Background: an optimization exercise with open tools, aiming at small area. Do not read the settings as production practice.
The RTL was checked by simulation tests, not by an equivalence proof against the original design.
The clock port is modelled as an ideal driver; clocking choices that lean on that would not hold on a real chip.
Power and IR drop assume default switching activity.

==> module random, before the edit <==
module random (clk, rst, metronome_clk, metronome_prev, sw, state, random_arrow);
input clk, rst, metronome_clk, metronome_prev;
input [1:0] state;
input [6:0] sw;
output [3:0] random_arrow;
reg [6:0] RandomR;
reg Re;
always @(posedge clk)
    if (state == 2'd2)
        RandomR <= sw;
    else if (metronome_clk & ~metronome_prev)
        RandomR <= {Re, RandomR[6:1]};
always @(posedge clk)
    if (rst)
        Re <= 0;
    else if (state != 2'd2 && metronome_clk & ~metronome_prev)
        Re <= ~(RandomR[6] ^ RandomR[5]);
localparam [63:0] HI_MOD = 64'ha2580369147a2580;    
localparam [127:0] MASK = 128'h3569ac124803569ac124803569ac1248;
wire [3:0] h = HI_MOD[RandomR[6:3] * 4 +: 4];
wire [2:0] l = RandomR[2:0];
wire c1 = l[0] & h[0];
wire c2 = (l[1] & h[1]) | (c1 & (l[1] ^ h[1]));
wire c3 = (l[2] & h[2]) | (c2 & (l[2] ^ h[2]));
wire [4:0] s = {h[3] & c3, h[3] ^ c3, l[2] ^ h[2] ^ c2, l[1] ^ h[1] ^ c1, l[0] ^ h[0]};
assign random_arrow = MASK[s * 4 +: 4];
endmodule
==> module display, before the edit <==
module display (clk, rst, tick, metronome_clk, state, combo_enable, a0, a1, a2, a3,
    s_th, s_h, s_t, s_u, c_th, c_h, c_t, c_u, seg, an);
input clk, rst, tick, metronome_clk, combo_enable;
input [1:0] state;
input [3:0] a0, a1, a2, a3;
input [4:0] s_th, c_th;
input [3:0] s_h, s_t, s_u, c_h, c_t, c_u;
output reg [6:0] seg;
output [3:0] an;
reg [1:0] PosClockReg;
reg isPosClock;
always @(posedge clk) begin
    if (rst)
        PosClockReg[1] <= 1'b0;
    else if (tick)
        PosClockReg[1] <= metronome_clk;
    if (tick) begin
        PosClockReg[0] <= PosClockReg[1];
        isPosClock <= ~PosClockReg[0] & PosClockReg[1];
    end
end
reg [4:0] tmpx;
reg [3:0] tmpy, tmpz, tmpq;
reg ty_arrow;
reg [1:0] DisReg;
reg ticked;
wire [4:0] th = combo_enable ? c_th : s_th;
wire [3:0] h = combo_enable ? c_h : s_h;
wire [3:0] t = combo_enable ? c_t : s_t;
wire [3:0] u = combo_enable ? c_u : s_u;
always @(posedge clk)
    if (rst) begin
        DisReg <= 0; ticked <= 0;
        tmpx <= 5'b10000; tmpy <= 4'b0000; tmpz <= 4'b0000; tmpq <= 4'b0000; ty_arrow <= 1'b1;
    end else if (tick) begin
        if (state == 2'd1) begin
            tmpx <= {th[4], th[3] | th[4], th[2:1], th[0] | th[4]};
            tmpy <= h; tmpz <= t; tmpq <= u; ty_arrow <= 1'b0;
        end else if (state == 2'd0 && isPosClock) begin
            tmpx <= {1'b1, a0}; tmpy <= a1; tmpz <= a2; tmpq <= a3; ty_arrow <= 1'b1;
        end
        DisReg <= DisReg + 2'd1;
        ticked <= 1;
    end
assign an = ticked ? ~(4'b1000 >> DisReg) : 4'b1111;
reg [4:0] num;
always @*
    case (DisReg)
        2'd0: num = tmpx;
        2'd1: num = {ty_arrow, tmpy};
        2'd2: num = {ty_arrow, tmpz};
        default: num = {ty_arrow, tmpq};
    endcase
always @*
    if (num[4])
        seg = {1'b1, ~num[1], ~num[1], ~num[2], ~num[0], ~num[0], ~num[3]};
    else
        case (num[3:0])
            4'd0: seg = 7'b1000000;
            4'd1: seg = 7'b1111001;
            4'd2: seg = 7'b0100100;
            4'd3: seg = 7'b0110000;
            4'd4: seg = 7'b0011001;
            4'd5: seg = 7'b0010010;
            4'd6: seg = 7'b0000010;
            4'd7: seg = 7'b1111000;
            4'd8: seg = 7'b0000000;
            4'd9: seg = 7'b0011000;
            4'd10: seg = 7'b1111110;    
            4'd11: seg = 7'b1110111;
            4'd12: seg = 7'b1001111;
            4'd13: seg = 7'b1111001;
            4'd14: seg = 7'b1110110;
            default: seg = 7'b1001110;
        endcase
endmodule
Settings: LEC_CHECK=0, ABC_AREA=1, CAP_MARGIN=20, CORE_MARGIN=2, CORE_UTILIZATION=40, CTS_BUF_LIST=sky130_fd_sc_hd__clkbuf_8, SLEW_MARGIN=20; clock period 150.0 ns.
standard.sh (not shown) runs the stock make flow with config.mk's settings and CLKGATE_MAP_FILE= SYNTH_SCRIPT=/design/flow/synth_recipe.tcl, a recipe that flattens the netlist after the stock synthesis.
==> flow/flow/run.sh <==
#!/bin/bash
# Own flow: the standard synthesis, then the logic (not the flip-flops, which keep their
# names and cell types) mapped again with a stronger ABC area script (eight random seeds, the
# smallest result kept), then the standard layout from floorplan to finish with these
# changes: the smallest buffer (buf_1) on each port, one tie cell for the constant outputs,
# no buffers kept from timing-driven global placement, and the clock tree built from clkbuf_8
# without dummy loads. Each tool's output goes to a log file in the work folder.
set -euo pipefail
W=$PWD
R=$W/orfs/results/$FLOW_PLATFORM/main/base
YOSYS=$FLOW_HOME/../tools/install/yosys/bin/yosys
LIB=$FLOW_HOME/platforms/sky130hd/lib/sky130_fd_sc_hd__tt_025C_1v80.lib

bash standard.sh synth > synth.log 2>&1
cp "$R/1_2_yosys.v" std.v
sed "s#@LIB@#$LIB#g" flow/remap1.ys > remap1.ys
"$YOSYS" -s remap1.ys > remap1.log 2>&1

for B in 0 4; do
    for S in $((B + 1)) $((B + 2)) $((B + 3)) $((B + 4)); do
        sed "s#@SEED@#$S#g" flow/remap.abc > remap_$S.abc
        sed "s#@LIB@#$LIB#g; s#@WORK@#$W#g; s#@SEED@#$S#g" flow/remap2.ys > remap2_$S.ys
        ( "$YOSYS" -s remap2_$S.ys > remap2_$S.log 2>&1 || true ) &
    done
    wait
done
best=""; best_area=""
for S in 1 2 3 4 5 6 7 8; do
    [[ -s new_$S.v && -s remap_$S.stat ]] || continue
    a=$(awk '/Chip area/ {print $NF}' remap_$S.stat)
    if [[ -z "$best" ]] || awk -v a="$a" -v b="$best_area" 'BEGIN {exit !(a < b)}'; then
        best=$S; best_area=$a
    fi
done
[[ -n "$best" ]]
echo "remap: seed $best, area $best_area" > remap_choice.log
cp new_$best.v "$R/1_2_yosys.v"
rm -f "$R/1_synth.odb" "$R/1_synth.sdc"
bash standard.sh finish "POST_CTS_TCL=$W/flow/post_cts.tcl" "SKIP_REPAIR_TIE_FANOUT=1" "GPL_KEEP_OVERFLOW=0" "BUFFER_PORTS_ARGS=-buffer_cell sky130_fd_sc_hd__buf_1" \
    "CTS_ARGS=-sink_clustering_enable -repair_clock_nets -buf_list sky130_fd_sc_hd__clkbuf_8 -dont_use_dummy_load" \
    > finish.log 2>&1
Other scripts of this flow, unchanged in this note and not shown: flow/flow/post_cts.tcl, flow/flow/remap.abc, flow/flow/remap1.ys, flow/flow/remap2.ys
Change:
--- a/flow/design.v
+++ b/flow/design.v
@@ -111,9 +111,11 @@
 output [3:0] random_arrow;
 reg [6:0] RandomR;
 reg Re;
 always @(posedge clk)
-    if (state == 2'd2)
+    if (rst)
+        RandomR <= 7'd0;
+    else if (state == 2'd2)
         RandomR <= sw;
     else if (metronome_clk & ~metronome_prev)
         RandomR <= {Re, RandomR[6:1]};
 always @(posedge clk)
@@ -282,18 +284,15 @@
 output reg [6:0] seg;
 output [3:0] an;
 reg [1:0] PosClockReg;
 reg isPosClock;
-always @(posedge clk) begin
-    if (rst)
-        PosClockReg[1] <= 1'b0;
-    else if (tick)
-        PosClockReg[1] <= metronome_clk;
-    if (tick) begin
-        PosClockReg[0] <= PosClockReg[1];
+always @(posedge clk)
+    if (rst) begin
+        PosClockReg <= 0; isPosClock <= 0;
+    end else if (tick) begin
+        PosClockReg <= {metronome_clk, PosClockReg[1]};
         isPosClock <= ~PosClockReg[0] & PosClockReg[1];
     end
-end
 reg [4:0] tmpx;
 reg [3:0] tmpy, tmpz, tmpq;
 reg ty_arrow;
 reg [1:0] DisReg;
The changed run completed with no timing, DRC or antenna violations.
Routed wire length drops by 0.72%.
Worst setup slack improved by 0.035 ns.
Clock skew hardly moves.
Count of clock-buffer cells in the layout stays the same.
Design area drops by 0.95%.
Critical path depth climbs by 4.
Via count climbs by 0.36%.
Maximum frequency stays flat.
Cell count climbs by 0.58%.
Sequential power drops by about 1%.
Combinational power drops by 13%.
Die area drops by 0.92%.
Worst hold slack improved by 0.017 ns.

[afterwards: timing with drivers on the ports]
No port has a modelled driver above. Below, the same layouts with a new extraction and two added sets of constraints.
Step 1 sets driving cells, clkbuf_16 on the clock port and buf_2 on the other inputs (assumed; they add their load-dependent delay and slew).
Step 2 times the ports against the registers' clock, not the clock port: input delays grow and output delays shrink by t, the midpoint of the rising clock arrivals with the driver on.
Three values: no drivers, after step 1, after step 2; two values: the first two.
run | t, ns | slack for setup (ns) | worst setup path at the end | clock arrival spread, ns | pins driven straight from the clock port
the first run | 0.472 | 116.671 / 116.632 / 117.104 | register to output | 0.036 / 0.037 | 1
the second run | 0.474 | 116.706 / 116.722 / 116.248 | input to register | 0.038 / 0.038 | 1
After both steps every run listed still meets setup and hold. For the second run, which loses most, drivers alone change the setup slack by +0.016 ns; drivers and shift together by -0.458 ns.
